This is an optimization exercise on Yosys and OpenROAD, whose aim is small area, not a production implementation. At most, simulation tests tie the RTL to the original design; equivalence was not proved. Function not checked in runs 5 and 6: the RTL went through the layout flow alone. Power figures rest on the tool's default switching activity, not on a simulated workload.

===== config.mk =====
export PLATFORM = sky130hd
export DESIGN_NAME = perceptron_uart
export DESIGN_NICKNAME = perceptron_uart
export VERILOG_FILES = /design/flow/design.v
export SDC_FILE = /design/flow/constraint.sdc
export NUM_CORES = 4
export LEC_CHECK = 0
export CAP_MARGIN = 20
export CORE_MARGIN = 2
export CORE_UTILIZATION = 60
export CTS_BUF_LIST = sky130_fd_sc_hd__clkbuf_16
export CTS_CLUSTER_DIAMETER = 500
export CTS_CLUSTER_SIZE = 100
export SLEW_MARGIN = 20

===== constraint.sdc =====
create_clock -name core_clock -period 12.0 [get_ports {clk}]
set_input_delay 2.4000 -clock core_clock [delete_from_list [all_inputs] [get_ports {clk}]]
set_output_delay 2.4000 -clock core_clock [all_outputs]
set_load 0.01 [all_outputs]

===== design.v =====
module perceptron_uart (
    input  wire rst_n,
    input  wire clk,
    input  wire rx,
    output wire tx
);
    reg [4:0] p;                  
    reg [5:0] m;                  
    wire rev_end = (p == 5'd31);
    always @(posedge clk) begin
        p <= p + 5'd1;
        if (rev_end) m <= m[5] ? 6'd0 : m + 6'd1;
    end
    reg rxs;                      
    reg rxm, txm;                 
    reg clr;                      
    reg txq;                      
    reg [2:0] bc;                 
    reg [5:0] q;                  
    reg [3:0] k;                  
    reg [1:0] op;                 
    reg bb;                       
    assign tx = txq;
    wire tick = rev_end && (q == 6'd38);
    wire idle = !rxm && !txm;
    wire start = idle && !rxs;
    reg [31:0] wr;
    reg [32:0] ir;
    wire wt = wr[0];
    wire it = ir[32];
    wire [3:0] a = p[3:0];
    wire [5:0] d = m - {2'b00, a};
    wire valid = (d[5:4] == 2'b00);           
    wire [3:0] tgt = {~bc[0], k[2:0]};
    wire sel_in = op[1] & op[0];
    wire [3:0] cmpv = sel_in ? d[3:0] : a;
    wire hit = (p[4] == bc[1]) && (cmpv == tgt) && (!sel_in || valid);
    wire dwin = !k[3] && !bc[2];              
    wire ins = rxm && dwin && hit;
    wire w_in = !clr && ((ins && !op[0]) ? bb : wt);
    wire i_in = !clr && ((ins &&  op[0]) ? bb : it);
    always @(posedge clk) begin
        wr <= {w_in, wr[31:1]};
        ir <= {ir[31:0], i_in};
    end
    reg [4:0] ca, cb;             
    reg cr;                       
    wire a15 = (a == 4'd15);
    wire b15 = (d[3:0] == 4'd15);
    wire pp = (wt & it) ^ (a15 ^ b15);
    wire cst = (m == 6'd16) && (a == 4'd0);   
    wire inc = valid ? pp : cst;
    wire [4:0] an = ca + {4'd0, inc & !p[4]};
    wire [4:0] bn = cb + {4'd0, inc &  p[4]};
    wire sbit = an[0] ^ bn[0] ^ cr;
    wire cout = (an[0] & bn[0]) | (cr & (an[0] ^ bn[0]));
    always @(posedge clk) begin
        if (rev_end) begin
            if (m[5]) begin
                ca <= 5'd0;
                cb <= 5'd0;
            end else begin
                ca <= {1'b0, an[4:1]};
                cb <= {1'b0, bn[4:1]};
            end
            cr <= (m >= 6'd12) ? cout : 1'b0;
        end else begin
            ca <= an;
            cb <= bn;
        end
    end
    wire [5:0] rcol = 6'd12 + {2'b00, ~bc[0], k[2:0]};
    wire [2:0] e = k[2:0];
    wire cbit = (e == 3'd0) ? op[1] :
                (e == 3'd2) || (e == 3'd5) || (e == 3'd6);
    wire expb = op[1] ? (k == 4'd3 || k == 4'd4) : (k == 4'd1);
    always @(posedge clk) begin
        if (start) q <= 6'd19;
        else if (rev_end) q <= (q == 6'd38) ? 6'd0 : q + 6'd1;
        if (start) k <= 4'd14;
        else if (tick) begin
            if ((rxm && k == 4'd7) || (txm && k == 4'd9)) k <= 4'd0;
            else k <= k + 4'd1;
        end
        if (rxm && tick && bc == 3'd7) begin
            if (k == 4'd15) op[0] <= rxs;
            else if (k == 4'd0) op[1] <= rxs;
            else if (k <= 4'd6 && rxs != expb) op <= 2'b00;
        end
        if (rxm) begin
            if (tick) bb <= rxs;
        end else if (txm && !k[3]) begin
            if (bc == 3'd7) bb <= cbit;
            else if (!bc[2]) begin
                if (hit) bb <= wt;
            end else if (rev_end && m == rcol) bb <= sbit;
        end
    end
    always @(posedge clk or negedge rst_n) begin
        if (!rst_n) begin
            rxs <= 1'b1;
            rxm <= 1'b0;
            txm <= 1'b0;
            clr <= 1'b1;
            txq <= 1'b1;
            bc  <= 3'd7;
        end else begin
            rxs <= rx;
            if (tick && rxm) clr <= 1'b0;
            if (start) rxm <= 1'b1;
            if (rxm && tick && k == 4'd7) begin
                rxm <= 1'b0;
                if (bc == 3'd7) begin
                    if (op == 2'b01) begin
                        txm <= 1'b1;
                        txq <= 1'b0;
                    end else if (op[1]) begin
                        bc <= 3'd0;
                    end
                end else if (bc == 3'd3) begin
                    txm <= 1'b1;
                    txq <= 1'b0;
                    bc  <= 3'd7;
                end else begin
                    bc <= bc + 3'd1;
                end
            end
            if (txm && tick) begin
                if (!k[3]) txq <= bb;
                else if (k == 4'd8) txq <= 1'b1;
                else if ((bc == 3'd7 && op[1]) || bc == 3'd5) begin
                    txm <= 1'b0;
                    bc  <= 3'd7;
                end else begin
                    txq <= 1'b0;
                    bc  <= bc + 3'd1;
                end
            end
        end
    end
endmodule

===== run.sh =====
#!/bin/bash
# synth_recipe.tcl (not shown) runs the flow's synth.tcl, then flattens the netlist and writes it again
# the make line also repeats each setting of config.mk as NAME=value (left out here)
make -C /OpenROAD-flow-scripts/flow DESIGN_CONFIG=/design/flow/config.mk WORK_HOME=/design/flow/orfs CLKGATE_MAP_FILE= SYNTH_SCRIPT=/design/flow/synth_recipe.tcl finish

==> results.rst, run 1 <==
.. list-table::
   :header-rows: 1

   * - Metric
     - Value
   * - Netlist area before placement
     - 0.00410 mm²
   * - I/O Buffers
     - 3
   * - Via Count
     - 2540
   * - First DRT Iteration DRCs
     - 92
   * - Pwr dens
     - 147 mW/mm²
   * - Vias in the first global route
     - 2356
   * - Post-route worst hold slack
     - 0.323 ns
   * - Root Buffer Master
     - clkbuf_16
   * - Number of search-and-repair iterations in the first detailed-routing pass
     - 4
   * - Number of post-CTS setup repair buffers
     - 0
   * - Die Ht
     - 86.7 µm
   * - Critical path data arrival time
     - 1.40 ns
   * - Routability-driven placement congestion ratio
     - 0.824
   * - Number of clock sinks seen by CTS
     - 108
   * - Worst hold path type
     - flop to flop
   * - Classification of the worst setup path
     - flop to output pin
   * - Clock Pin Slew Worst Setup and Hold Paths
     - 0.07 ns
   * - Antenna diode instance count
     - 0
   * - Clock tree from TritonCTS
     - yes
   * - Final sum of negative setup slack
     - 0 ns
   * - Syn Area/Cell
     - 11.2 µm²
   * - Horizontal die dimension
     - 86.7 µm
   * - Final WS setup
     - 8.20 ns
   * - Layout overhead on the synthesized area
     - 9.27%
   * - Highest net fanout along the worst path
     - 2
   * - Drt total wl
     - 7120 µm
   * - Slowest cell on crit path
     - dfstp_2
   * - Buffers & Inverters on Critical Path
     - 1
   * - Count of mapped cells out of synthesis
     - 367
   * - Average wire per standard cell
     - 15.6 µm
   * - Global route overflow
     - 0
   * - Maximum cell stage delay along the critical path
     - 0.53 ns
   * - Critical path's top delay family
     - flip-flops
   * - Post-route clock period utilization
     - 31.7%
   * - Commonest register cell after synthesis
     - dfxtp_1
   * - Final total power
     - 0.000660 W
   * - Starting utilization of the core area
     - 61.1%
   * - Setup repair after global routing missed its margin
     - false
   * - Cts repair resizes
     - 0
   * - Remaining routing DRC violations
     - 0
   * - Result of the run
     - timing/DRC/antenna clean
   * - Routed vias/inst
     - 5.57
   * - Commonest non-fill, non-tap cell in the layout
     - dfxtp_1
   * - Synthesized netlist net count
     - 396
   * - Worst-margin pin slew
     - 0.711 ns
   * - Post-layout minimum cycle time
     - 3.80 ns
   * - Top-level I/O count
     - 4
   * - Seq cells post-synth
     - 108
   * - Worst setup timing slack at the placement stage
     - 8.34 ns
   * - Initial antenna violation count
     - 0
   * - Clock Skews
     - 0.00776 ns
   * - Die footprint
     - 0.00752 mm²
   * - Cell row count
     - 30
   * - Critical path launch point type
     - flop
   * - Std-Cell Core Area
     - 0.00672 mm²
   * - Maximum number of pins on one net before global-route repair
     - 21
   * - CTS Buf Count
     - 9
   * - Hold Fails Final Rpt
     - 0
   * - H-tree Lvls
     - 3
   * - Critical Path RT
     - 9.60 ns
   * - Number of library cell types mapped by synthesis
     - 57
   * - Worst-case headroom to the max-slew limit
     - 52.3%
   * - Highest achievable clock rate
     - 263 MHz
   * - Number of buffers on the longest clock path
     - 2
   * - Critical Path, Cell by Cell
     - clkdlybuf4s50_1
   * - Max-cap violations
     - 0
   * - Maximum VDD drop
     - 0.0985 mV
   * - Global-route usage over all layers
     - 20.5%
   * - Commonest cells after routing, fill and taps aside
     - 90 x dfxtp_1, 24 x inv_1, 24 x ha_1
   * - Final setup violation count
     - 0
   * - Global-route wire length before repair
     - 11700 µm
   * - Warnings, synthesis
     - 1
   * - Share of synthesized area occupied by flip-flops and latches
     - 56.3%
   * - Endpoint kind of the worst setup timing path
     - output pin
   * - Cts-stage hold buffer count
     - 0
   * - Antenna-violating nets left
     - 0
   * - Number of pins exceeding their max-slew limit in the final report
     - 0
   * - Number of nets at the end of the flow
     - 400
   * - Detailed-placement wirelength estimate
     - 5070 µm
   * - Clock latency on the worst-skew pair
     - 0.34 ns
   * - Post-synth EDFFs
     - 10
   * - Leak Pwr
     - 1.86 nW
   * - Fraction of final layout cells with drive strength greater than 1
     - 7.18%
   * - Async SR Flop Fraction
     - 7.41%
## layer usage
layer  vias to the layer above  wire length [µm]  GRT usage, %
li1                       1298                 -             -
met1                      1203              3690          29.7
met2                        30              3130          30.3
met3                         9               192          4.29
met4                         0               116          7.81
met5                         -                 0             0
## where the power goes
group	internal, W	leakage (nW)	total [W]	switching (W)
registers	0.000365	0.915	0.000368	0.00000304
clock network	0.000155	0.153	0.000284	0.000129
logic	0.00000395	0.788	0.00000793	0.00000398
## flip-flops by register name, summed over array words and instances (netlist names)
name and cells:
ir 33, wr 32, m 6, q 6
ca 5, cb 5, p 5, k 4
bc 3, op 2, bb 1, clr 1
cr 1, rxm 1, rxs 1, txm 1
txq 1
## path summary, 6_finish.rpt
check | start | to | slack (ns) | depth (start not counted)
min in group asynchronous | rst_n | rxm | 2.31 | 1
setup / recovery | txq | tx | 8.20 | 1
hold / removal | wr[17] | wr[16] | 0.32 | 0
setup reg to reg | m[0] | bb | 8.26 | 14
hold reg to reg | wr[17] | wr[16] | 0.32 | 0
max in group asynchronous | rst_n | bc[1] | 9.40 | 1
## metrics by stage
step                      utilization [%]  cell area [µm²]  cells
after floorplan                         -             4100    367
after global placement               62.3             4190    440
after detailed placement             62.3             4190    440
after CTS                            66.7             4480    456
after global routing                 66.7             4480    456
final                                66.7             4480    456
## cell usage after synthesis, types with 3 or more instances
library cell,n,area (µm²)
o22ai_1,10,62.6
o211ai_1,4,30.0
nor2b_1,5,31.3
nand2_1,14,52.6
inv_1,22,82.6
dfstp_2,6,158
xnor2_1,14,123
nor3_1,9,45.0
edfxtp_1,10,300
nand4b_1,3,26.3
and3_1,3,18.8
a21oi_1,8,40.0
nor2_1,23,86.3
a221oi_1,3,26.3
nand3_1,14,70.1
xor2_1,14,123
ha_1,24,300
buf_2,3,15.0
dfxtp_1,90,1800
a31oi_1,5,31.3
mux2i_1,7,70.1
nand4_1,5,31.3
o21ai_0,5,25.0
a211oi_1,3,22.5
a22oi_1,3,22.5
clkbuf_1,5,18.8
nand2b_1,12,75.1
## layout make-up
type,count,area (µm²)
inverter,23,86.3
tap,80,100
sequential,108,2310
clock inverter,6,45.0
clock buffer,10,250
multi-input combinational,225,1660
timing repair buffer,4,37.5
fill,516,2230
## cells by family after synthesis
family	share of synthesized area, %
fa+ha+maj	8.29
mux	1.71
xor+xnor	5.98
compound gates	10.7
simple gates	13.7
buf+inv	3.38
flops	56.3
==> inputs of run 2 (changes only) <==
--- a/config.mk
+++ b/config.mk
@@ -7,8 +7,5 @@
 export LEC_CHECK = 0
 export CAP_MARGIN = 20
 export CORE_MARGIN = 2
-export CORE_UTILIZATION = 60
-export CTS_BUF_LIST = sky130_fd_sc_hd__clkbuf_16
-export CTS_CLUSTER_DIAMETER = 500
-export CTS_CLUSTER_SIZE = 100
+export CORE_UTILIZATION = 40
 export SLEW_MARGIN = 20
==> results.rst, run 2 <==
.. list-table::
   :header-rows: 1

   * - Metric
     - Value
   * - Global route overflow
     - 0 (unchanged)
   * - Slowest cell on crit path
     - dfstp_2 (unchanged)
   * - Clock tree from TritonCTS
     - yes (unchanged)
   * - Drt total wl
     - 6940 µm (was 7120 µm)
   * - H-tree Lvls
     - 3 (unchanged)
   * - Max FFs per register
     - 33 (unchanged)
   * - Detailed-placement wirelength estimate
     - 4920 µm (was 5070 µm)
   * - Most numerous cell in the Yosys netlist
     - dfxtp_1 (unchanged)
   * - Leak Pwr
     - 1.81 nW (was 1.86 nW)
   * - Classification of the worst setup path
     - flop to output pin (unchanged)
   * - Cell row count
     - 36 (was 30)
   * - Number of post-CTS setup repair buffers
     - 0 (unchanged)
   * - Die Ht
     - 105 µm (was 86.7 µm)
   * - CTS Buf Count
     - 9 (unchanged)
   * - Top-level I/O count
     - 4 (unchanged)
   * - Post-layout minimum cycle time
     - 3.83 ns (was 3.80 ns)
   * - Largest register by flop count
     - ir (unchanged)
   * - Count of mapped cells out of synthesis
     - 367 (unchanged)
   * - Pwr dens
     - 133 mW/mm² (was 147 mW/mm²)
   * - Number of clock sinks seen by CTS
     - 108 (unchanged)
   * - Synthesized netlist net count
     - 396 (unchanged)
   * - Fraction of final layout cells with drive strength greater than 1
     - 7.71% (was 7.18%)
   * - Clock latency on the worst-skew pair
     - 0.36 ns (was 0.34 ns)
   * - Async SR Flop Fraction
     - 7.41% (unchanged)
   * - Most area-consuming cells after synthesis
     - dfxtp_1 44%, edfxtp_1 7.3%, ha_1 7.3% (unchanged)
   * - Vias in the first global route
     - 2580 (was 2356)
   * - Filler cells
     - 912 (was 516)
   * - Final core utilization
     - 45.2% (was 66.7%)
   * - Critical path data arrival time
     - 1.43 ns (was 1.40 ns)
   * - Global-route wire length before repair
     - 12400 µm (was 11700 µm)
   * - Critical path launch point type
     - flop (unchanged)
   * - Largest registers
     - ir x33, wr x32 (unchanged)
   * - Maximum number of pins on one net before global-route repair
     - 22 (was 21)
   * - Clock Pin Slew Worst Setup and Hold Paths
     - 0.11 ns (was 0.07 ns)
   * - Buffers & Inverters on Critical Path
     - 1 (unchanged)
   * - Cell accounting for the most synthesized area
     - dfxtp_1 (unchanged)
   * - Critical Path, Cell by Cell
     - clkdlybuf4s50_1 (unchanged)
   * - Global-route usage over all layers
     - 13.8% (was 20.5%)
   * - Maximum cell stage delay along the critical path
     - 0.54 ns (was 0.53 ns)
   * - Antenna-violating nets left
     - 0 (unchanged)
   * - Post-route clock period utilization
     - 31.9% (was 31.7%)
   * - Number of pins exceeding their max-slew limit in the final report
     - 0 (unchanged)
   * - Endpoint kind of the worst setup timing path
     - output pin (unchanged)
   * - Netlist area before placement
     - 0.00410 mm² (unchanged)
   * - Post-route worst hold slack
     - 0.327 ns (was 0.323 ns)
   * - Horizontal die dimension
     - 105 µm (was 86.7 µm)
   * - I/O Buffers
     - 3 (unchanged)
   * - Clock Skews
     - 0.0124 ns (was 0.00776 ns)
   * - Commonest register cell after synthesis
     - dfxtp_1 (unchanged)
   * - Layout overhead on the synthesized area
     - 8.63% (was 9.27%)
   * - Number of library cell types mapped by synthesis
     - 57 (unchanged)
   * - Worst-margin pin slew
     - 0.720 ns (was 0.711 ns)
   * - Final setup violation count
     - 0 (unchanged)
   * - Result of the run
     - timing/DRC/antenna clean (unchanged)
   * - Worst hold path type
     - flop to flop (unchanged)
   * - Highest net fanout along the worst path
     - 2 (unchanged)
   * - Antenna diode instance count
     - 0 (unchanged)
   * - Most instantiated cells after synthesis
     - 90 x dfxtp_1, 24 x ha_1, 23 x nor2_1 (unchanged)
   * - Highest achievable clock rate
     - 261 MHz (was 263 MHz)
   * - Initial antenna violation count
     - 0 (unchanged)
   * - Remaining routing DRC violations
     - 0 (unchanged)
   * - Starting utilization of the core area
     - 41.6% (was 61.1%)
   * - Routability-driven placement congestion ratio
     - 0.854 (was 0.824)
   * - Number of buffers on the longest clock path
     - 2 (unchanged)
   * - Seq cells post-synth
     - 108 (unchanged)
   * - Average wire per standard cell
     - 13.6 µm (was 15.6 µm)
   * - Share of the synthesized area in the top cell type
     - 43.9% (unchanged)
   * - Syn Area/Cell
     - 11.2 µm² (unchanged)
   * - Maximum VDD drop
     - 0.0969 mV (was 0.0985 mV)
   * - Warnings, synthesis
     - 1 (unchanged)
   * - Setup repair after global routing missed its margin
     - false (unchanged)
   * - Share of synthesized area occupied by flip-flops and latches
     - 56.3% (unchanged)
   * - Number of nets at the end of the flow
     - 400 (unchanged)
   * - Number of search-and-repair iterations in the first detailed-routing pass
     - 4 (unchanged)
   * - First DRT Iteration DRCs
     - 86 (was 92)
   * - Critical Path RT
     - 9.60 ns (about the same)
   * - Post-synth EDFFs
     - 10 (unchanged)
   * - Routed vias/inst
     - 5.01 (was 5.57)
   * - Critical path's top delay family
     - flip-flops (unchanged)
   * - Commonest non-fill, non-tap cell in the layout
     - dfxtp_1 (unchanged)
   * - Std-Cell Core Area
     - 0.00986 mm² (was 0.00672 mm²)
   * - Hold Fails Final Rpt
     - 0 (unchanged)
   * - Commonest cells after routing, fill and taps aside
     - 90 x dfxtp_1, 24 x ha_1, 23 x nor2_1 (was 90 x dfxtp_1, 24 x inv_1, 24 x ha_1)
   * - Root Buffer Master
     - clkbuf_8 (was clkbuf_16)
   * - Cts-stage hold buffer count
     - 0 (unchanged)
   * - Via Count
     - 2549 (was 2540)
   * - Max-cap violations
     - 0 (unchanged)
   * - Worst-case headroom to the max-slew limit
     - 51.6% (was 52.3%)
   * - Die footprint
     - 0.0111 mm² (was 0.00752 mm²)
   * - Cts repair resizes
     - 0 (unchanged)
   * - Final sum of negative setup slack
     - 0 ns (unchanged)
[run 2: cell counts after synthesis]
Identical to the previous run, type by type.
[run 2: layout make-up]
class	count	area [µm²]	share of cell area [%]
clock buffers	10	138	3.09
clock inverters	6	65.1	1.46
inverters	23	86.3	1.94
multi-input cells	225	1660	37.1
flip-flops and latches	108	2310	51.8
well taps	133	166	3.73
repair buffers	4	37.5	0.842
[run 2: report_power, final]
part	switching (W)	total [W]	internal, W
Sequential	0.00000299	0.000368	0.000365
Clock	0.000130	0.000218	0.0000874
Combinational	0.00000402	0.00000798	0.00000396
[run 2: cells by family after synthesis]
family | count (synthesis) | share of synthesized area (%)
AOI/OAI and AO/OA | 61 | 10.7
xor gates and xnor gates | 28 | 5.98
adders and majority gates | 26 | 8.29
buffers and inverters | 34 | 3.38
DFF | 108 | 56.3
muxes | 7 | 1.71
and+or+nand+nor | 103 | 13.7
[run 2: path summary, 6_finish.rpt]
path | from | to | slack, ns | depth (start not counted)
worst max register to register | m[0] | bb | 8.24 | 14
min in group asynchronous | rst_n | txm | 2.30 | 1
worst min-delay path | ir[9] | ir[10] | 0.33 | 0
worst min register to register | ir[9] | ir[10] | 0.33 | 0
max in group asynchronous | rst_n | bc[1] | 9.40 | 1
worst max-delay path | txq | tx | 8.17 | 1
[run 2: routing by layer]
| layer | vias to the layer above | global-route usage [%] | part of all wire, % |
|---|---|---|---|
| met5 | - | 0 | 0 |
| met4 | 0 | 5.43 | 1.5 |
| met3 | 11 | 2.60 | 3.4 |
| met2 | 29 | 21.4 | 45 |
| met1 | 1211 | 19.0 | 50 |
| li1 | 1298 | - | - |
[run 2: worst register-to-register path: cells and delay by family, from the launching register on]
kind	cells	cell delay (ns)
compound gates	4	0.73
fa+ha+maj	4	1.40
buf+inv	2	0.20
flops	1	0.48
simple gates	4	0.83
[run 2: metrics by stage]
stage / power (W) / worst slack, ns / area, µm² / std cells
floorplan: 0.000382 / 8.60 / 4100 / 367
global placement: 0.000384 / 8.42 / 4260 / 493
detailed placement: 0.000384 / 8.29 / 4260 / 493
CTS: 0.000602 / 8.15 / 4460 / 509
global route: 0.000616 / 7.85 / 4460 / 509
finish: 0.000594 / 8.17 / 4460 / 509
==> inputs of run 3 (changes only) <==
--- a/config.mk
+++ b/config.mk
@@ -5,6 +5,7 @@
 export SDC_FILE = /design/flow/constraint.sdc
 export NUM_CORES = 4
 export LEC_CHECK = 0
+export ABC_AREA = 1
 export CAP_MARGIN = 20
 export CORE_MARGIN = 2
 export CORE_UTILIZATION = 40
==> results.rst, run 3 <==
.. list-table::
   :header-rows: 1

   * - Metric
     - Value
   * - Maximum number of pins on one net before global-route repair
     - 25 (was 22)
   * - Starting utilization of the core area
     - 40.6% (was 41.6%)
   * - Post-synth EDFFs
     - 10 (unchanged)
   * - Worst hold path type
     - flop to flop (unchanged)
   * - Number of clock sinks seen by CTS
     - 108 (unchanged)
   * - Most area-consuming cells after synthesis
     - dfxtp_1 44%, edfxtp_1 7.3%, ha_1 7.3% (unchanged)
   * - Share of synthesized area occupied by flip-flops and latches
     - 55.9% (was 56.3%)
   * - Maximum cell stage delay along the critical path
     - 0.55 ns (was 0.54 ns)
   * - Final total power
     - 0.000592 W (was 0.000594 W)
   * - Vias in the first global route
     - 2767 (was 2580)
   * - Antenna-violating nets left
     - 0 (unchanged)
   * - Critical path launch point type
     - flop (unchanged)
   * - Filler cells
     - 1023 (was 912)
   * - Number of search-and-repair iterations in the first detailed-routing pass
     - 4 (unchanged)
   * - Count of cell instances traversed by the critical path
     - 1 (unchanged)
   * - Cell count of the worst hold path
     - 0 (unchanged)
   * - Final sum of negative setup slack
     - 0 ns (unchanged)
   * - Average wire per standard cell
     - 11.8 µm (was 13.6 µm)
   * - Commonest non-fill, non-tap cell in the layout
     - dfxtp_1 (unchanged)
   * - Critical Path RT
     - 9.60 ns (about the same)
   * - Share of the synthesized area in the top cell type
     - 43.6% (was 43.9%)
   * - Result of the run
     - timing/DRC/antenna clean (unchanged)
   * - Syn Area/Cell
     - 9.46 µm² (was 11.2 µm²)
   * - Clock Pin Slew Worst Setup and Hold Paths
     - 0.11 ns (about the same)
   * - Critical path's top delay family
     - flip-flops (unchanged)
   * - I/O Buffers
     - 3 (unchanged)
   * - Setup repair after global routing missed its margin
     - false (unchanged)
   * - Maximum VDD drop
     - 0.0776 mV (was 0.0969 mV)
   * - Warnings, synthesis
     - 1 (unchanged)
   * - Routability-driven placement congestion ratio
     - 0.873 (was 0.854)
   * - Routed vias/inst
     - 4.70 (was 5.01)
   * - Cts-stage hold buffer count
     - 0 (unchanged)
   * - Cell accounting for the most synthesized area
     - dfxtp_1 (unchanged)
   * - Clock latency on the worst-skew pair
     - 0.36 ns (about the same)
   * - Highest achievable clock rate
     - 261 MHz (about the same)
   * - Seq cells post-synth
     - 108 (unchanged)
   * - Leak Pwr
     - 1.91 nW (was 1.81 nW)
   * - Classification of the worst setup path
     - flop to output pin (unchanged)
   * - Horizontal die dimension
     - 106 µm (was 105 µm)
   * - Std-Cell Core Area
     - 0.0102 mm² (was 0.00986 mm²)
   * - Most numerous cell in the Yosys netlist
     - dfxtp_1 (unchanged)
   * - Initial antenna violation count
     - 0 (unchanged)
   * - Clock Skews
     - 0.00714 ns (was 0.0124 ns)
   * - Async SR Flop Fraction
     - 7.41% (unchanged)
   * - Highest net fanout along the worst path
     - 2 (unchanged)
   * - Commonest register cell after synthesis
     - dfxtp_1 (unchanged)
   * - Max FFs per register
     - 33 (unchanged)
   * - Global-route wire length before repair
     - 12400 µm (about the same)
   * - Via Count
     - 2768 (was 2549)
   * - Endpoint kind of the worst setup timing path
     - output pin (unchanged)
   * - Detailed-placement wirelength estimate
     - 5060 µm (was 4920 µm)
   * - Number of pins exceeding their max-slew limit in the final report
     - 0 (unchanged)
   * - Post-route clock period utilization
     - 32.0% (was 31.9%)
   * - Die Ht
     - 106 µm (was 105 µm)
   * - Largest registers
     - ir x33, wr x32 (unchanged)
   * - Number of nets at the end of the flow
     - 477 (was 400)
   * - Count of mapped cells out of synthesis
     - 437 (was 367)
   * - Final setup violation count
     - 0 (unchanged)
   * - Cell row count
     - 37 (was 36)
   * - Most instantiated cells after synthesis
     - 90 x dfxtp_1, 72 x nand2_1, 62 x inv_1 (was 90 x dfxtp_1, 24 x ha_1, 23 x nor2_1)
   * - Largest register by flop count
     - ir (unchanged)
   * - Worst-case headroom to the max-slew limit
     - 68.4% (was 51.6%)
   * - Slowest cell on crit path
     - dfstp_2 (unchanged)
   * - Remaining routing DRC violations
     - 0 (unchanged)
   * - Root Buffer Master
     - clkbuf_8 (unchanged)
   * - Post-layout minimum cycle time
     - 3.84 ns (was 3.83 ns)
   * - Cts repair resizes
     - 0 (unchanged)
   * - Global route overflow
     - 0 (unchanged)
   * - Drt total wl
     - 6930 µm (was 6940 µm)
   * - Hold Fails Final Rpt
     - 0 (unchanged)
   * - Number of library cell types mapped by synthesis
     - 39 (was 57)
   * - CTS Buf Count
     - 9 (unchanged)
   * - H-tree Lvls
     - 3 (unchanged)
   * - Die footprint
     - 0.0112 mm² (was 0.0111 mm²)
   * - Critical Path, Cell by Cell
     - clkdlybuf4s50_1 (unchanged)
   * - Path depth of the worst reg2reg path
     - 15 (was 14)
   * - Layout overhead on the synthesized area
     - 9.74% (was 8.63%)
   * - Buffers & Inverters on Critical Path
     - 1 (unchanged)
   * - Critical path data arrival time
     - 1.44 ns (was 1.43 ns)
   * - Netlist area before placement
     - 0.00414 mm² (was 0.00410 mm²)
   * - Worst-margin pin slew
     - 0.470 ns (was 0.720 ns)
   * - Commonest cells after routing, fill and taps aside
     - 90 x dfxtp_1, 72 x nand2_1, 62 x inv_1 (was 90 x dfxtp_1, 24 x ha_1, 23 x nor2_1)
   * - Fraction of final layout cells with drive strength greater than 1
     - 8.17% (was 7.71%)
   * - Pwr dens
     - 130 mW/mm² (was 133 mW/mm²)
   * - Synthesized netlist net count
     - 466 (was 396)
   * - Global-route usage over all layers
     - 13.7% (was 13.8%)
   * - Number of buffers on the longest clock path
     - 2 (unchanged)
   * - Antenna diode instance count
     - 0 (unchanged)
   * - Clock tree from TritonCTS
     - yes (unchanged)
   * - First DRT Iteration DRCs
     - 88 (was 86)
   * - Number of post-CTS setup repair buffers
     - 0 (unchanged)
   * - Top-level I/O count
     - 4 (unchanged)
   * - Max-cap violations
     - 0 (unchanged)
[run 3: changes by cell type in the layout (fill, tap and decap cells not counted), sizes merged, moves of 4 or more]
cell	change
a21oi	+10
a31oi	-4
inv	+43
mux2i	-7
nand2	+60
nand2b	-12
nand3	+21
nor2	+14
nor2b	-5
o21ai	+8
xnor2	-9
xor2	-5
[run 3: kinds of logic after synthesis]
| kind of cell | share of synthesized area (%) |
|---|---|
| and+or+nand+nor | 18.7 |
| DFF | 55.9 |
| xor gates and xnor gates | 2.97 |
| adders and majority gates | 8.23 |
| AOI/OAI and AO/OA | 7.90 |
| buffers and inverters | 6.35 |
[run 3: through the flow]
step	setup slack, ns	hold WS [ns]	utilization (%)	area, µm²	std cells
2_1_floorplan	8.98	0.310	-	4140	437
3_3_place_gp	8.57	0.312	42.5	4330	573
3_5_place_dp	8.57	0.312	42.5	4330	573
4_1_cts	8.15	0.336	44.6	4540	589
5_1_grt	8.12	0.341	44.6	4540	589
6_report	8.16	0.333	44.6	4540	589
[run 3: layout make-up]
| class | count | area (µm²) | share of cell area [%] |
|---|---|---|---|
| timing repair buffer | 4 | 37.5 | 0.827 |
| clock inverter | 7 | 88.8 | 1.96 |
| clock buffer | 9 | 124 | 2.73 |
| tap | 136 | 170 | 3.75 |
| multi-input combinational | 261 | 1560 | 34.4 |
| inverter | 64 | 245 | 5.40 |
| sequential | 108 | 2310 | 50.9 |
[run 3: layer usage]
layer	GRT usage, %	vias to the layer above	wire (µm)
met5	0	-	0
met4	5.45	0	133
met3	3.40	14	211
met2	21.5	34	3150
met1	18.0	1271	3440
li1	-	1449	-
[run 3: final timing paths]
kind	from	to	slack [ns]
max in group asynchronous	rst_n	clr	9.39
hold reg to reg	wr[12]	wr[11]	0.33
hold / removal	wr[12]	wr[11]	0.33
setup / recovery	txq	tx	8.16
setup reg to reg	m[0]	bb	8.61
min in group asynchronous	rst_n	txm	2.30
[run 3: power breakdown]
| group | total [W] | internal, W | switching [W] |
|---|---|---|---|
| Combinational | 0.00000406 | 0.00000143 | 0.00000263 |
| Sequential | 0.000365 | 0.000364 | 0.000000634 |
| Clock | 0.000223 | 0.0000858 | 0.000137 |
==> inputs of run 4 (changes only) <==
--- a/design.v
+++ b/design.v
@@ -5,17 +5,17 @@
     output wire tx
 );
     reg [4:0] p;                  
-    reg [5:0] m;                  
+    reg [5:0] j;                  
     wire rev_end = (p == 5'd31);
     always @(posedge clk) begin
         p <= p + 5'd1;
-        if (rev_end) m <= m[5] ? 6'd0 : m + 6'd1;
+        j <= (j == 6'd0) ? 6'd32 : j - 6'd1;
     end
     reg rxs;                      
     reg rxm, txm;                 
-    reg clr;                      
     reg txq;                      
     reg [2:0] bc;                 
+    wire clr = (bc == 3'd6);
     reg [5:0] q;                  
     reg [3:0] k;                  
     reg [1:0] op;                 
@@ -29,12 +29,11 @@
     wire wt = wr[0];
     wire it = ir[32];
     wire [3:0] a = p[3:0];
-    wire [5:0] d = m - {2'b00, a};
-    wire valid = (d[5:4] == 2'b00);           
+    wire valid = !j[5] && (j[4] != p[4]);      
     wire [3:0] tgt = {~bc[0], k[2:0]};
     wire sel_in = op[1] & op[0];
-    wire [3:0] cmpv = sel_in ? d[3:0] : a;
-    wire hit = (p[4] == bc[1]) && (cmpv == tgt) && (!sel_in || valid);
+    wire [4:0] cmpv = sel_in ? {~j[4], j[3:0]} : p;
+    wire hit = (cmpv == {bc[1], tgt}) && !(sel_in && j[5]);
     wire dwin = !k[3] && !bc[2];              
     wire ins = rxm && dwin && hit;
     wire w_in = !clr && ((ins && !op[0]) ? bb : wt);
@@ -46,9 +45,9 @@
     reg [4:0] ca, cb;             
     reg cr;                       
     wire a15 = (a == 4'd15);
-    wire b15 = (d[3:0] == 4'd15);
+    wire b15 = (j[3:0] == 4'd15);
     wire pp = (wt & it) ^ (a15 ^ b15);
-    wire cst = (m == 6'd16) && (a == 4'd0);   
+    wire cst = (p == 5'd0) && (j == 6'd0);    
     wire inc = valid ? pp : cst;
     wire [4:0] an = ca + {4'd0, inc & !p[4]};
     wire [4:0] bn = cb + {4'd0, inc &  p[4]};
@@ -56,20 +55,21 @@
     wire cout = (an[0] & bn[0]) | (cr & (an[0] ^ bn[0]));
     always @(posedge clk) begin
         if (rev_end) begin
-            if (m[5]) begin
+            if (j == 6'd17) begin             
                 ca <= 5'd0;
                 cb <= 5'd0;
             end else begin
                 ca <= {1'b0, an[4:1]};
                 cb <= {1'b0, bn[4:1]};
             end
-            cr <= (m >= 6'd12) ? cout : 1'b0;
+            cr <= (j == 6'd29) ? 1'b0 : cout;  
         end else begin
             ca <= an;
             cb <= bn;
         end
     end
-    wire [5:0] rcol = 6'd12 + {2'b00, ~bc[0], k[2:0]};
+    wire [5:0] rn = {2'b00, ~bc[0], k[2:0]};
+    wire [5:0] rcol = (rn < 6'd3) ? rn + 6'd30 : rn - 6'd3;
     wire [2:0] e = k[2:0];
     wire cbit = (e == 3'd0) ? op[1] :
                 (e == 3'd2) || (e == 3'd5) || (e == 3'd6);
@@ -93,7 +93,7 @@
             if (bc == 3'd7) bb <= cbit;
             else if (!bc[2]) begin
                 if (hit) bb <= wt;
-            end else if (rev_end && m == rcol) bb <= sbit;
+            end else if (rev_end && j == rcol) bb <= sbit;
         end
     end
     always @(posedge clk or negedge rst_n) begin
@@ -101,12 +101,11 @@
             rxs <= 1'b1;
             rxm <= 1'b0;
             txm <= 1'b0;
-            clr <= 1'b1;
             txq <= 1'b1;
-            bc  <= 3'd7;
+            bc  <= 3'd6;
         end else begin
             rxs <= rx;
-            if (tick && rxm) clr <= 1'b0;
+            if (tick && rxm && clr) bc <= 3'd7;
             if (start) rxm <= 1'b1;
             if (rxm && tick && k == 4'd7) begin
                 rxm <= 1'b0;
--- a/config.mk
+++ b/config.mk
@@ -5,7 +5,6 @@
 export SDC_FILE = /design/flow/constraint.sdc
 export NUM_CORES = 4
 export LEC_CHECK = 0
-export ABC_AREA = 1
 export CAP_MARGIN = 20
 export CORE_MARGIN = 2
 export CORE_UTILIZATION = 40
==> results.rst, run 4 <==
.. list-table::
   :header-rows: 1

   * - Metric
     - Value
   * - Global route overflow
     - 0 (unchanged)
   * - Routability-driven placement congestion ratio
     - 0.801 (was 0.873)
   * - Path depth of the worst reg2reg path
     - 8 (was 15)
   * - Final sum of negative setup slack
     - 0 ns (unchanged)
   * - Instance area after placement
     - 0.00422 mm² (was 0.00433 mm²)
   * - Most area-consuming cells after synthesis
     - dfxtp_1 47%, ha_1 8.0%, xor2_1 3.0% (was dfxtp_1 44%, edfxtp_1 7.3%, ha_1 7.3%)
   * - Number of pins exceeding their max-slew limit in the final report
     - 0 (unchanged)
   * - Source of the worst register-to-register timing path
     - k[2] (was m[0])
   * - Worst hold endpoint
     - wr[20] (was wr[11])
   * - Result of the run
     - timing/DRC/antenna clean (unchanged)
   * - Worst-case register-to-register setup slack
     - 8.96 ns (was 8.61 ns)
   * - Critical Path RT
     - 9.60 ns (about the same)
   * - Top-level I/O count
     - 4 (unchanged)
   * - Share of synthesized area occupied by flip-flops and latches
     - 54.5% (was 55.9%)
   * - Number of library cell types mapped by synthesis
     - 61 (was 39)
   * - Clock Pin Slew Worst Setup and Hold Paths
     - 0.10 ns (was 0.11 ns)
   * - Cts-stage hold buffer count
     - 0 (unchanged)
   * - Largest register by flop count
     - ir (unchanged)
   * - Critical path data arrival time
     - 1.43 ns (was 1.44 ns)
   * - Warnings, synthesis
     - 1 (unchanged)
   * - Starting utilization of the core area
     - 41.5% (was 40.6%)
   * - I/O Buffers
     - 3 (unchanged)
   * - Synthesized netlist net count
     - 419 (was 466)
   * - Hold path start
     - wr[21] (was wr[12])
   * - Horizontal die dimension
     - 105 µm (was 106 µm)
   * - Number of clock sinks seen by CTS
     - 107 (was 108)
   * - H-tree Lvls
     - 3 (unchanged)
   * - Number of search-and-repair iterations in the first detailed-routing pass
     - 4 (unchanged)
   * - Cell row count
     - 36 (was 37)
   * - Clock tree from TritonCTS
     - yes (unchanged)
   * - Global-route usage over all layers
     - 14.1% (was 13.7%)
   * - Netlist area before placement
     - 0.00407 mm² (was 0.00414 mm²)
   * - Critical path launch point type
     - flop (unchanged)
   * - Number of standard cells in the layout, taps in and fillers out
     - 527 (was 589)
   * - Pwr dens
     - 134 mW/mm² (was 130 mW/mm²)
   * - Critical Path, Cell by Cell
     - clkdlybuf4s50_1 (unchanged)
   * - Share of synthesized cell area in full adder, half adder and majority cells
     - 8.48% (was 8.23%)
   * - Highest achievable clock rate
     - 261 MHz (about the same)
   * - Portion of netlist area occupied by mux cells
     - 1.54% (was 0%)
   * - Most numerous cell in the Yosys netlist
     - dfxtp_1 (unchanged)
   * - Die footprint
     - 0.0110 mm² (was 0.0112 mm²)
   * - Global-route wire length before repair
     - 12500 µm (was 12400 µm)
   * - Number of post-CTS setup repair buffers
     - 0 (unchanged)
   * - Maximum VDD drop
     - 0.0658 mV (was 0.0776 mV)
   * - Post-synth EDFFs
     - 4 (was 10)
   * - Share of the synthesized area in the top cell type
     - 47.2% (was 43.6%)
   * - Post-route worst hold slack
     - 0.328 ns (was 0.333 ns)
   * - Syn Area/Cell
     - 10.5 µm² (was 9.46 µm²)
   * - Largest registers
     - ir x33, wr x32 (unchanged)
   * - Initial antenna violation count
     - 0 (unchanged)
   * - Cell count of the worst hold path
     - 0 (unchanged)
   * - Reg2reg end
     - bb (unchanged)
   * - Buffers & Inverters on Critical Path
     - 1 (unchanged)
   * - Std-Cell Core Area
     - 0.00982 mm² (was 0.0102 mm²)
   * - Endpoint kind of the worst setup timing path
     - output pin (unchanged)
   * - Commonest non-fill, non-tap cell in the layout
     - dfxtp_1 (unchanged)
   * - Vias in the first global route
     - 2701 (was 2767)
   * - Cts repair resizes
     - 0 (unchanged)
   * - Worst-margin pin slew
     - 0.846 ns (was 0.470 ns)
   * - Remaining routing DRC violations
     - 0 (unchanged)
   * - Root Buffer Master
     - clkbuf_8 (unchanged)
   * - Detailed-placement wirelength estimate
     - 4910 µm (was 5060 µm)
   * - Layout overhead on the synthesized area
     - 7.99% (was 9.74%)
   * - Cell accounting for the most synthesized area
     - dfxtp_1 (unchanged)
   * - Setup repair after global routing missed its margin
     - false (unchanged)
   * - Seq cells post-synth
     - 107 (was 108)
   * - Fraction of final layout cells with drive strength greater than 1
     - 8.12% (was 8.17%)
   * - Maximum number of pins on one net before global-route repair
     - 21 (was 25)
   * - Count of mapped cells out of synthesis
     - 389 (was 437)
   * - Post-route clock period utilization
     - 31.9% (was 32.0%)
   * - Hold Fails Final Rpt
     - 0 (unchanged)
   * - Average wire per standard cell
     - 13.5 µm (was 11.8 µm)
   * - Commonest cells after routing, fill and taps aside
     - 96 x dfxtp_1, 27 x nor2_1, 26 x nand2_1, 26 x ha_1, 21 x inv_1 (was 90 x dfxtp_1, 72 x nand2_1, 62 x inv_1)
   * - Via Count
     - 2672 (was 2768)
   * - CTS Buf Count
     - 9 (unchanged)
   * - Slowest cell on crit path
     - dfstp_2 (unchanged)
   * - Critical path's top delay family
     - flip-flops (unchanged)
   * - Maximum cell stage delay along the critical path
     - 0.54 ns (was 0.55 ns)
   * - Async SR Flop Fraction
     - 6.54% (was 7.41%)
   * - Final setup violation count
     - 0 (unchanged)
   * - Clock latency on the worst-skew pair
     - 0.36 ns (about the same)
   * - Area fraction in compound gates after synthesis
     - 12.1% (was 7.90%)
   * - Number of buffers on the longest clock path
     - 2 (unchanged)
   * - Max-cap violations
     - 0 (unchanged)
   * - Commonest register cell after synthesis
     - dfxtp_1 (unchanged)
   * - Drt total wl
     - 7140 µm (was 6930 µm)
   * - Post-placement cell count
     - 511 (was 573)
   * - Worst hold path type
     - flop to flop (unchanged)
   * - Routed vias/inst
     - 5.07 (was 4.70)
   * - Antenna-violating nets left
     - 0 (unchanged)
   * - Post-Synth Simple-Gate Area
     - 14.4% (was 18.7%)
   * - Classification of the worst setup path
     - flop to output pin (unchanged)
   * - Max FFs per register
     - 33 (unchanged)
   * - Leak Pwr
     - 1.76 nW (was 1.91 nW)
   * - Cell area after layout
     - 0.00440 mm² (was 0.00454 mm²)
   * - Worst-case headroom to the max-slew limit
     - 43.2% (was 68.4%)
   * - Main combinational cell family by area after synthesis
     - simple AND/OR/NAND/NOR gates (unchanged)
   * - Antenna diode instance count
     - 0 (unchanged)
   * - Filler cells
     - 967 (was 1023)
   * - Most instantiated cells after synthesis
     - 96 x dfxtp_1, 27 x nor2_1, 26 x ha_1, 26 x nand2_1, 21 x inv_1 (was 90 x dfxtp_1, 72 x nand2_1, 62 x inv_1)
   * - Final total power
     - 0.000590 W (was 0.000592 W)
   * - Synth Area in XOR/XNOR
     - 5.37% (was 2.97%)
   * - Highest net fanout along the worst path
     - 2 (unchanged)
   * - Clock Skews
     - 0.0155 ns (was 0.00714 ns)
   * - Die Ht
     - 105 µm (was 106 µm)
   * - First DRT Iteration DRCs
     - 125 (was 88)
   * - Post-layout minimum cycle time
     - 3.83 ns (was 3.84 ns)
   * - Number of nets at the end of the flow
     - 419 (was 477)
run 4: cell count changes in the layout (fill, tap and decap cells not counted), sizes merged, moves of 5 or more:
cell | before | now
xor2 | 9 | 14
and3 | 0 | 5
xnor2 | 5 | 11
inv | 68 | 25
edfxtp | 10 | 4
nor2 | 37 | 27
dfxtp | 90 | 96
nand3 | 35 | 16
nand2 | 74 | 27
run 4: cell families (layout without fill, tap and decap cells):
group | Yosys count | count (layout)
flops | 107 | 107
xor+xnor | 25 | 25
compound gates | 74 | 74
fa+ha+maj | 27 | 27
mux | 6 | 6
buf+inv | 37 | 42
simple gates | 113 | 113
run 4: worst max path at each step:
stage | start | to | cells after the start
6_report | txq | tx | 1
5_1_grt | txq | tx | 1
4_1_cts | txq | tx | 1
3_5_place_dp | txq | tx | 1
3_3_place_gp | txq | tx | 1
2_1_floorplan | txq | tx | 0
run 4: layer usage:
metal,track usage [%],vias up,wire length [µm]
li1,-,1344,-
met1,18.5,1285,3570
met2,22.3,34,3280
met3,3.24,9,182
met4,5.90,0,104
met5,0,-,0
run 4: area by class of cell:
type                       count  area (µm²)  area share, %
inverter                      22        82.6           1.88
clock buffer                  10         128           2.90
tap                          133         166           3.78
timing repair buffer           4        37.5          0.853
sequential                   107        2220           50.5
clock inverter                 6        56.3           1.28
multi-input combinational    245        1710           38.8
run 4: per-stage QoR:
step                utilization [%]  setup slack [ns]
global placement               42.9              8.56
global route                   44.8              8.13
finish                         44.8              8.17
detailed placement             42.9              8.57
floorplan                         -              9.07
CTS                            44.8              8.15
run 4: power breakdown:
group | internal (W) | switching, W | total [W]
logic | 0.00000888 | 0.0000113 | 0.0000201
clock network | 0.0000804 | 0.000124 | 0.000205
registers | 0.000360 | 0.00000538 | 0.000365
total | 0.000449 | 0.000141 | 0.000590
==> inputs of run 5 (changes only) <==
--- a/design.v
+++ b/design.v
@@ -47,7 +47,7 @@
     wire a15 = (a == 4'd15);
     wire b15 = (j[3:0] == 4'd15);
     wire pp = (wt & it) ^ (a15 ^ b15);
-    wire cst = (p == 5'd0) && (j == 6'd0);    
+    wire cst = (p == 5'd1) && j[5];           
     wire inc = valid ? pp : cst;
     wire [4:0] an = ca + {4'd0, inc & !p[4]};
     wire [4:0] bn = cb + {4'd0, inc &  p[4]};
@@ -69,7 +69,9 @@
         end
     end
     wire [5:0] rn = {2'b00, ~bc[0], k[2:0]};
-    wire [5:0] rcol = (rn < 6'd3) ? rn + 6'd30 : rn - 6'd3;
+    wire [5:0] jp3 = j + 6'd3;
+    wire rmatch = (jp3[5:4] == 2'b00 && jp3[3:0] == rn[3:0]) ||
+                  (jp3[5:2] == 4'b1000 && rn[3:2] == 2'b00 && rn[1:0] != 2'd3 && jp3[1:0] == rn[1:0] + 2'd1);
     wire [2:0] e = k[2:0];
     wire cbit = (e == 3'd0) ? op[1] :
                 (e == 3'd2) || (e == 3'd5) || (e == 3'd6);
@@ -93,7 +95,7 @@
             if (bc == 3'd7) bb <= cbit;
             else if (!bc[2]) begin
                 if (hit) bb <= wt;
-            end else if (rev_end && j == rcol) bb <= sbit;
+            end else if (rev_end && rmatch) bb <= sbit;
         end
     end
     always @(posedge clk or negedge rst_n) begin
==> flow/run.sh (new file) <==
#!/bin/bash
# Own layout flow: the standard ORFS flow, with an area-oriented ABC script
# for the combinational logic, adders left to ABC, and a leaner clock tree.
# Registers come out of synthesis exactly as in the standard flow (same
# dfflibmap step); only the combinational mapping and CTS settings differ.
set -euo pipefail
W=$(pwd)
rm -rf "$W/scripts_mod"
cp -r "$FLOW_HOME/scripts" "$W/scripts_mod"
cp "$W/flow/abc_area.script" "$W/scripts_mod/abc_area.script"
CTS="${CTS_OVERRIDE:-$(cat "$W/flow/cts_args.txt")}"
bash "$W/standard.sh" SCRIPTS_DIR="$W/scripts_mod" ABC_AREA=1 ADDER_MAP_FILE= \
    "CTS_ARGS=$CTS" finish > "$W/standard.log" 2>&1
==> flow/abc_area.script (new file) <==
strash
dch -f
map -a
mfs2
strash
dch -f
map -a
topo
==> flow/cts_args.txt (new file) <==
-sink_clustering_enable -repair_clock_nets -dont_use_dummy_load -buf_list sky130_fd_sc_hd__clkbuf_16 -sink_clustering_size 60 -sink_clustering_max_diameter 200
==> standard.sh (new file) <==
#!/bin/bash
# synth_recipe.tcl (not shown) runs the flow's synth.tcl, then flattens the netlist and writes it again
# the make line also repeats each setting of config.mk as NAME=value (left out here)
make -C /OpenROAD-flow-scripts/flow DESIGN_CONFIG=/design/flow/config.mk WORK_HOME=/design/flow/orfs CLKGATE_MAP_FILE= SYNTH_SCRIPT=/design/flow/synth_recipe.tcl "${@:-finish}"
--- a/config.mk
+++ b/config.mk
@@ -7,5 +7,5 @@
 export LEC_CHECK = 0
 export CAP_MARGIN = 20
 export CORE_MARGIN = 2
-export CORE_UTILIZATION = 40
+export CORE_UTILIZATION = 60
 export SLEW_MARGIN = 20
removed: run.sh
==> results.rst, run 5 <==
.. list-table::
   :header-rows: 1

   * - Metric
     - Value
   * - Root Buffer Master
     - clkbuf_16 (was clkbuf_8)
   * - Main combinational cell family by area after synthesis
     - simple AND/OR/NAND/NOR gates (unchanged)
   * - Max FFs per register
     - 33 (unchanged)
   * - Worst-margin pin slew
     - 0.562 ns (was 0.846 ns)
   * - Async SR Flop Fraction
     - 6.54% (unchanged)
   * - Share of power burned in the clock network
     - 38.7% (was 34.7%)
   * - Clock latency on the worst-skew pair
     - 0.34 ns (was 0.36 ns)
   * - Commonest register cell after synthesis
     - dfxtp_1 (unchanged)
   * - Maximum VDD drop
     - 0.120 mV (was 0.0658 mV)
   * - Area fraction in compound gates after synthesis
     - 12.1% (about the same)
   * - Number of search-and-repair iterations in the first detailed-routing pass
     - 4 (unchanged)
   * - Die footprint
     - 0.00658 mm² (was 0.0110 mm²)
   * - Fraction of final layout cells with drive strength greater than 1
     - 4.46% (was 8.12%)
   * - Layout overhead on the synthesized area
     - 9.99% (was 7.99%)
   * - Count of mapped cells out of synthesis
     - 391 (was 389)
   * - Highest net fanout along the worst path
     - 2 (unchanged)
   * - Starting utilization of the core area
     - 61.0% (was 41.5%)
   * - Critical path's top delay family
     - flip-flops (unchanged)
   * - First DRT Iteration DRCs
     - 119 (was 125)
   * - Post-synth EDFFs
     - 4 (unchanged)
   * - Post-layout minimum cycle time
     - 3.79 ns (was 3.83 ns)
   * - Remaining routing DRC violations
     - 0 (unchanged)
   * - Final WS setup
     - 8.21 ns (was 8.17 ns)
   * - Buffers & Inverters on Critical Path
     - 1 (unchanged)
   * - Synth Area in XOR/XNOR
     - 3.19% (was 5.37%)
   * - Critical Path, Cell by Cell
     - clkdlybuf4s50_1 (unchanged)
   * - Warnings, synthesis
     - 1 (unchanged)
   * - Largest registers
     - ir x33, wr x32 (unchanged)
   * - Routed vias/inst
     - 5.29 (was 5.07)
   * - H-tree Lvls
     - 3 (unchanged)
   * - Synthesized netlist net count
     - 394 (was 419)
   * - Final setup violation count
     - 0 (unchanged)
   * - Critical path launch point type
     - flop (unchanged)
   * - Maximum cell stage delay along the critical path
     - 0.53 ns (was 0.54 ns)
   * - Part of the total power dissipated in sequential elements
     - 59.4% (was 61.9%)
   * - Antenna-violating nets left
     - 0 (unchanged)
   * - Sw Ratio
     - 19.3% (was 23.9%)
   * - Max-cap violations
     - 0 (unchanged)
   * - Worst setup timing slack at the placement stage
     - 8.57 ns (about the same)
   * - Std-Cell Core Area
     - 0.00585 mm² (was 0.00982 mm²)
   * - Initial antenna violation count
     - 0 (unchanged)
   * - Drt total wl
     - 6190 µm (was 7140 µm)
   * - Result of the run
     - timing/DRC/antenna clean (unchanged)
   * - Highest achievable clock rate
     - 264 MHz (was 261 MHz)
   * - Critical path data arrival time
     - 1.39 ns (was 1.43 ns)
   * - Slowest cell on crit path
     - dfstp_2 (unchanged)
   * - Switching power
     - 0.000121 W (was 0.000141 W)
   * - Most area-consuming cells after synthesis
     - dfxtp_1 54%, nor2_1 6.7%, clkinv_1 6.2% (was dfxtp_1 47%, ha_1 8.0%, xor2_1 3.0%)
   * - Worst hold path type
     - flop to flop (unchanged)
   * - Cell row count
     - 28 (was 36)
   * - Clock tree from TritonCTS
     - yes (unchanged)
   * - Global-route wire length before repair
     - 10100 µm (was 12500 µm)
   * - Detailed-placement wirelength estimate
     - 4300 µm (was 4910 µm)
   * - Vias in the first global route
     - 2290 (was 2701)
   * - Most numerous cell in the Yosys netlist
     - dfxtp_1 (unchanged)
   * - Routability-driven placement congestion ratio
     - 0.919 (was 0.801)
   * - I/O Buffers
     - 3 (unchanged)
   * - Number of standard cells in the layout, taps in and fillers out
     - 479 (was 527)
   * - Post-Synth Simple-Gate Area
     - 16.3% (was 14.4%)
   * - Maximum number of pins on one net before global-route repair
     - 22 (was 21)
   * - Share of synthesized area occupied by flip-flops and latches
     - 62.3% (was 54.5%)
   * - Number of library cell types mapped by synthesis
     - 28 (was 61)
   * - Clock Skews
     - 0.0196 ns (was 0.0155 ns)
   * - Seq cells post-synth
     - 107 (unchanged)
   * - Endpoint kind of the worst setup timing path
     - output pin (unchanged)
   * - Commonest cells after routing, fill and taps aside
     - 96 x dfxtp_1, 64 x nor2_1, 59 x clkinv_1 (was 96 x dfxtp_1, 27 x nor2_1, 26 x nand2_1, 26 x ha_1, 21 x inv_1)
   * - Clock Pin Slew Worst Setup and Hold Paths
     - 0.07 ns (was 0.10 ns)
   * - Worst-case headroom to the max-slew limit
     - 61.6% (was 43.2%)
   * - Cell accounting for the most synthesized area
     - dfxtp_1 (unchanged)
   * - Share of synthesized cell area in full adder, half adder and majority cells
     - 0% (was 8.48%)
   * - Commonest non-fill, non-tap cell in the layout
     - dfxtp_1 (unchanged)
   * - Classification of the worst setup path
     - flop to output pin (unchanged)
   * - Pwr dens
     - 159 mW/mm² (was 134 mW/mm²)
   * - Number of nets at the end of the flow
     - 409 (was 419)
   * - Hold Fails Final Rpt
     - 0 (unchanged)
   * - Syn Area/Cell
     - 9.13 µm² (was 10.5 µm²)
   * - Post-route clock period utilization
     - 31.6% (was 31.9%)
   * - CTS Buf Count
     - 9 (unchanged)
   * - Final sum of negative setup slack
     - 0 ns (unchanged)
   * - Most instantiated cells after synthesis
     - 96 x dfxtp_1, 64 x nor2_1, 59 x clkinv_1 (was 96 x dfxtp_1, 27 x nor2_1, 26 x ha_1, 26 x nand2_1, 21 x inv_1)
   * - Largest register by flop count
     - ir (unchanged)
   * - Portion of netlist area occupied by mux cells
     - 0% (was 1.54%)
   * - Global-route usage over all layers
     - 20.6% (was 14.1%)
   * - Average wire per standard cell
     - 12.9 µm (was 13.5 µm)
   * - Die Ht
     - 81.1 µm (was 105 µm)
   * - Post-placement cell count
     - 470 (was 511)
   * - Number of pins exceeding their max-slew limit in the final report
     - 0 (unchanged)
   * - Portion of total power attributed to combinational logic
     - 1.9% (was 3.4%)
   * - Leak Pwr
     - 1.44 nW (was 1.76 nW)
   * - Horizontal die dimension
     - 81.1 µm (was 105 µm)
   * - Setup repair after global routing missed its margin
     - false (unchanged)
   * - Critical Path RT
     - 9.60 ns (about the same)
   * - Top-level I/O count
     - 4 (unchanged)
   * - Share of the synthesized area in the top cell type
     - 53.9% (was 47.2%)
   * - Antenna diode instance count
     - 0 (unchanged)
   * - Cts-stage hold buffer count
     - 0 (unchanged)
   * - Global route overflow
     - 0 (unchanged)
   * - Via Count
     - 2535 (was 2672)
   * - Number of buffers on the longest clock path
     - 2 (unchanged)
   * - Final total power
     - 0.000624 W (was 0.000590 W)
   * - Cell-internal power
     - 0.000503 W (was 0.000449 W)
   * - Number of clock sinks seen by CTS
     - 107 (unchanged)
   * - Number of post-CTS setup repair buffers
     - 0 (unchanged)
   * - Netlist area before placement
     - 0.00357 mm² (was 0.00407 mm²)
   * - Cts repair resizes
     - 0 (unchanged)
   * - Post-route worst hold slack
     - 0.310 ns (was 0.328 ns)
==> run 5: final cells by class <==
type | instances | area (µm²)
Clock buffer | 9 | 225
Fill cell | 454 | 1930
Inverter | 59 | 221
Multi-Input combinational cell | 225 | 1120
Sequential cell | 107 | 2220
Tap cell | 75 | 93.8
Timing Repair Buffer | 4 | 37.5
==> run 5: per-layer routing <==
layer | GRT usage (%) | part of all wire (%) | vias up
met5 | 0 | 0 | -
met4 | 8.64 | 0.65 | 0
met1 | 27.2 | 50 | 1173
met3 | 7.00 | 4.7 | 2
met2 | 31.1 | 44 | 48
li1 | - | - | 1312
==> run 5: power groups by stage <==
| stage | clock network [W] | registers (W) | logic [W] |
|---|---|---|---|
| 2_1_floorplan | 0 | 0.000377 | 0.00000866 |
| 3_3_place_gp | 0 | 0.000378 | 0.0000105 |
| 3_5_place_dp | 0 | 0.000378 | 0.0000118 |
| 4_1_cts | 0.000245 | 0.000370 | 0.0000118 |
| 5_1_grt | 0.000256 | 0.000371 | 0.0000135 |
| 6_report | 0.000242 | 0.000370 | 0.0000116 |
==> run 5: kinds of logic (layout without fill, tap and decap cells) <==
kind of cell | after synthesis | in the layout
and+or+nand+nor | 141 | 141
DFF | 107 | 107
AOI/OAI and AO/OA | 71 | 71
buffers and inverters | 59 | 72
xor gates and xnor gates | 13 | 13
==> run 5: path summary, 6_finish.rpt <==
| kind | from | endpoint | slack [ns] | depth (start not counted) |
|---|---|---|---|---|
| setup reg to reg | p[1] | txq | 9.03 | 13 |
| max in group asynchronous | rst_n | bc[2] | 9.39 | 1 |
| hold / removal | ir[31] | ir[32] | 0.31 | 0 |
| setup / recovery | txq | tx | 8.21 | 1 |
| hold reg to reg | ir[31] | ir[32] | 0.31 | 0 |
| min in group asynchronous | rst_n | rxm | 2.32 | 1 |
==> run 5: through the flow <==
stage                     area (µm²)  utilization, %
after global placement          3700            63.2
after detailed placement        3700            63.2
after CTS                       3930            67.1
after floorplan                 3570               -
final                           3930            67.1
after global routing            3930            67.1
==> inputs of run 6 (changes only) <==
==> flow/cts_args.txt (replaced) <==
-sink_clustering_enable -repair_clock_nets -dont_use_dummy_load -buf_list sky130_fd_sc_hd__clkbuf_8 -sink_clustering_size 30 -sink_clustering_max_diameter 100
==> results.rst, run 6 <==
.. list-table::
   :header-rows: 1

   * - Metric
     - Value
   * - Critical Path RT
     - 9.60 ns (about the same)
   * - Max FFs per register
     - 33 (unchanged)
   * - CTS Buf Count
     - 9 (unchanged)
   * - Maximum number of pins on one net before global-route repair
     - 22 (unchanged)
   * - Detailed-placement wirelength estimate
     - 4300 µm (unchanged)
   * - Vias in the first global route
     - 2248 (was 2290)
   * - Worst-case headroom to the max-slew limit
     - 60.7% (was 61.6%)
   * - Die Ht
     - 81.1 µm (unchanged)
   * - Critical path data arrival time
     - 1.41 ns (was 1.39 ns)
   * - Warnings, synthesis
     - 1 (unchanged)
   * - Die footprint
     - 0.00658 mm² (unchanged)
   * - Routed vias/inst
     - 5.30 (was 5.29)
   * - Worst hold path type
     - flop to flop (unchanged)
   * - Slowest cell on crit path
     - dfstp_2 (unchanged)
   * - Count of mapped cells out of synthesis
     - 391 (unchanged)
   * - Buffers & Inverters on Critical Path
     - 1 (unchanged)
   * - Area used by sequential logic in the layout
     - 0.00222 mm² (unchanged)
   * - Cell row count
     - 28 (unchanged)
   * - Post-route clock period utilization
     - 31.7% (was 31.6%)
   * - Remaining routing DRC violations
     - 0 (unchanged)
   * - Hold Fails Final Rpt
     - 0 (unchanged)
   * - Number of nets at the end of the flow
     - 409 (unchanged)
   * - Via Count
     - 2539 (was 2535)
   * - Endpoint kind of the worst setup timing path
     - output pin (unchanged)
   * - Clock latency on the worst-skew pair
     - 0.35 ns (was 0.34 ns)
   * - Post-layout minimum cycle time
     - 3.81 ns (was 3.79 ns)
   * - Highest achievable clock rate
     - 263 MHz (was 264 MHz)
   * - Setup repair after global routing missed its margin
     - false (unchanged)
   * - Drt total wl
     - 5970 µm (was 6190 µm)
   * - Worst setup timing slack at the placement stage
     - 8.57 ns (unchanged)
   * - Fraction of final layout cells with drive strength greater than 1
     - 4.46% (unchanged)
   * - H-tree Lvls
     - 3 (unchanged)
   * - Starting utilization of the core area
     - 61.0% (unchanged)
   * - Filler cells
     - 477 (was 454)
   * - Cts repair resizes
     - 0 (unchanged)
   * - Classification of the worst setup path
     - flop to output pin (unchanged)
   * - Cts-stage hold buffer count
     - 0 (unchanged)
   * - Layout overhead on the synthesized area
     - 7.15% (was 9.99%)
   * - Root Buffer Master
     - clkbuf_8 (was clkbuf_16)
   * - Pwr dens
     - 143 mW/mm² (was 159 mW/mm²)
   * - Leak Pwr
     - 1.40 nW (was 1.44 nW)
   * - Clock Skews
     - 0.0305 ns (was 0.0196 ns)
   * - Number of pins exceeding their max-slew limit in the final report
     - 0 (unchanged)
   * - Critical path's top delay family
     - flip-flops (unchanged)
   * - Maximum VDD drop
     - 0.143 mV (was 0.120 mV)
   * - Async SR Flop Fraction
     - 6.54% (unchanged)
   * - Seq cells post-synth
     - 107 (unchanged)
   * - Largest register by flop count
     - ir (unchanged)
   * - Syn Area/Cell
     - 9.13 µm² (unchanged)
   * - Most numerous cell in the Yosys netlist
     - dfxtp_1 (unchanged)
   * - Global-route usage over all layers
     - 19.7% (was 20.6%)
   * - Std-Cell Core Area
     - 0.00585 mm² (unchanged)
   * - Number of search-and-repair iterations in the first detailed-routing pass
     - 4 (unchanged)
   * - Netlist area before placement
     - 0.00357 mm² (unchanged)
   * - Area of the multi-input gates
     - 0.00112 mm² (unchanged)
   * - Initial antenna violation count
     - 0 (unchanged)
   * - Antenna-violating nets left
     - 0 (unchanged)
   * - Most instantiated cells after synthesis
     - 96 x dfxtp_1, 64 x nor2_1, 59 x clkinv_1 (unchanged)
   * - Commonest register cell after synthesis
     - dfxtp_1 (unchanged)
   * - Global route overflow
     - 0 (unchanged)
   * - Horizontal die dimension
     - 81.1 µm (unchanged)
   * - Post-route worst hold slack
     - 0.306 ns (was 0.310 ns)
   * - I/O Buffers
     - 3 (unchanged)
   * - Number of clock sinks seen by CTS
     - 107 (unchanged)
   * - Cell area after layout
     - 0.00382 mm² (was 0.00393 mm²)
   * - Top-level I/O count
     - 4 (unchanged)
   * - Critical Path, Cell by Cell
     - clkdlybuf4s50_1 (unchanged)
   * - Most area-consuming cells after synthesis
     - dfxtp_1 54%, nor2_1 6.7%, clkinv_1 6.2% (unchanged)
   * - Final WS setup
     - 8.19 ns (was 8.21 ns)
   * - Post-synth EDFFs
     - 4 (unchanged)
   * - Share of the synthesized area in the top cell type
     - 53.9% (unchanged)
   * - Maximum cell stage delay along the critical path
     - 0.54 ns (was 0.53 ns)
   * - Largest registers
     - ir x33, wr x32 (unchanged)
   * - Clock Pin Slew Worst Setup and Hold Paths
     - 0.10 ns (was 0.07 ns)
   * - Commonest cells after routing, fill and taps aside
     - 96 x dfxtp_1, 64 x nor2_1, 59 x clkinv_1 (unchanged)
   * - Final sum of negative setup slack
     - 0 ns (unchanged)
   * - Antenna diode instance count
     - 0 (unchanged)
   * - Number of library cell types mapped by synthesis
     - 28 (unchanged)
   * - Global-route wire length before repair
     - 9800 µm (was 10100 µm)
   * - Share of synthesized area occupied by flip-flops and latches
     - 62.3% (unchanged)
   * - Average wire per standard cell
     - 12.5 µm (was 12.9 µm)
   * - Worst-margin pin slew
     - 0.575 ns (was 0.562 ns)
   * - Result of the run
     - timing/DRC/antenna clean (unchanged)
   * - Max-cap violations
     - 0 (unchanged)
   * - Number of buffers on the longest clock path
     - 2 (unchanged)
   * - Routability-driven placement congestion ratio
     - 0.919 (unchanged)
   * - Cell accounting for the most synthesized area
     - dfxtp_1 (unchanged)
   * - Critical path launch point type
     - flop (unchanged)
   * - Clock tree from TritonCTS
     - yes (unchanged)
   * - Commonest non-fill, non-tap cell in the layout
     - dfxtp_1 (unchanged)
   * - First DRT Iteration DRCs
     - 115 (was 119)
   * - Number of post-CTS setup repair buffers
     - 0 (unchanged)
   * - Instance area after placement
     - 0.00370 mm² (unchanged)
   * - Synthesized netlist net count
     - 394 (unchanged)
   * - Highest net fanout along the worst path
     - 2 (unchanged)
   * - Final setup violation count
     - 0 (unchanged)
run 6: final timing paths:
| path | to | start | slack [ns] | depth (start not counted) |
|---|---|---|---|---|
| max reg2reg | txq | p[1] | 9.03 | 13 |
| min in group asynchronous | txm | rst_n | 2.30 | 1 |
| max | tx | txq | 8.19 | 1 |
| max in group asynchronous | rxs | rst_n | 9.42 | 1 |
| min reg2reg | ir[17] | ir[16] | 0.31 | 0 |
| min | ir[17] | ir[16] | 0.31 | 0 |
run 6: cell families (layout without fill, tap and decap cells):
kind of cell           count (synthesis)  in the layout  synth area share (%)
AND/OR/NAND/NOR                      141            141                  16.3
AO/OA/AOI/OAI                         71             71                  12.1
flip-flops                           107            107                  62.3
buffers and inverters                 59             72                  6.21
XOR/XNOR                              13             13                  3.19
run 6: stage by stage:
step                instances  util [%]  power, W
floorplan                 391         -  0.000386
global route              479      65.4  0.000566
CTS                       479      65.4  0.000552
finish                    479      65.4  0.000548
detailed placement        470      63.2  0.000390
global placement          470      63.2  0.000388
run 6: area by class of cell:
cell class / instances / area share, %
flip-flops and latches: 107 / 58.1
repair buffers: 4 / 0.982
inverters: 59 / 5.79
multi-input cells: 225 / 29.4
clock buffers: 9 / 3.24
well taps: 75 / 2.45
run 6: power breakdown:
group | total (W) | internal [W] | switching (W)
Clock | 0.000166 | 0.0000676 | 0.0000988
Sequential | 0.000370 | 0.000365 | 0.00000537
Combinational | 0.0000115 | 0.00000551 | 0.00000598
Total | 0.000548 | 0.000438 | 0.000110
run 6: per-layer routing:
layer	up-vias	global-route usage, %	part of all wire [%]
li1	1310	-	-
met1	1165	26.9	51
met2	54	29.6	43
met3	10	6.11	4.3
met4	0	6.95	1.3
met5	-	0	0

re-timing with driven ports:
No port has a modelled driver above. Below, the same layouts with a new extraction and two added sets of constraints. Step 1 (the two cells are an assumption about what drives the block):
set clk [get_ports {clk}]
set_driving_cell -lib_cell sky130_fd_sc_hd__clkbuf_16 $clk
set_driving_cell -lib_cell sky130_fd_sc_hd__buf_2 [delete_from_list [all_inputs] $clk]
Step 2, shift: input delay + t, output delay - t, t = (earliest + latest rising clock arrival at the registers) / 2. This alone moves slack from input paths to output paths. Three values: ideal ports, drivers, drivers and shift; two values: the first two.
run | t, ns | setup WS [ns] | cell pins on the clock port's net
run 1 | 0.372 | 8.195 / 8.160 / 8.259 | 1
run 2 | 0.388 | 8.173 / 8.143 / 8.236 | 1
run 3 | 0.392 | 8.164 / 8.133 / 8.524 | 1
run 4 | 0.388 | 8.173 / 8.141 / 8.529 | 1
run 5 | 0.366 | 8.214 / 8.175 / 8.541 | 1
run 6 | 0.368 | 8.191 / 8.159 / 8.527 | 1
After both steps every run listed still meets setup and hold.
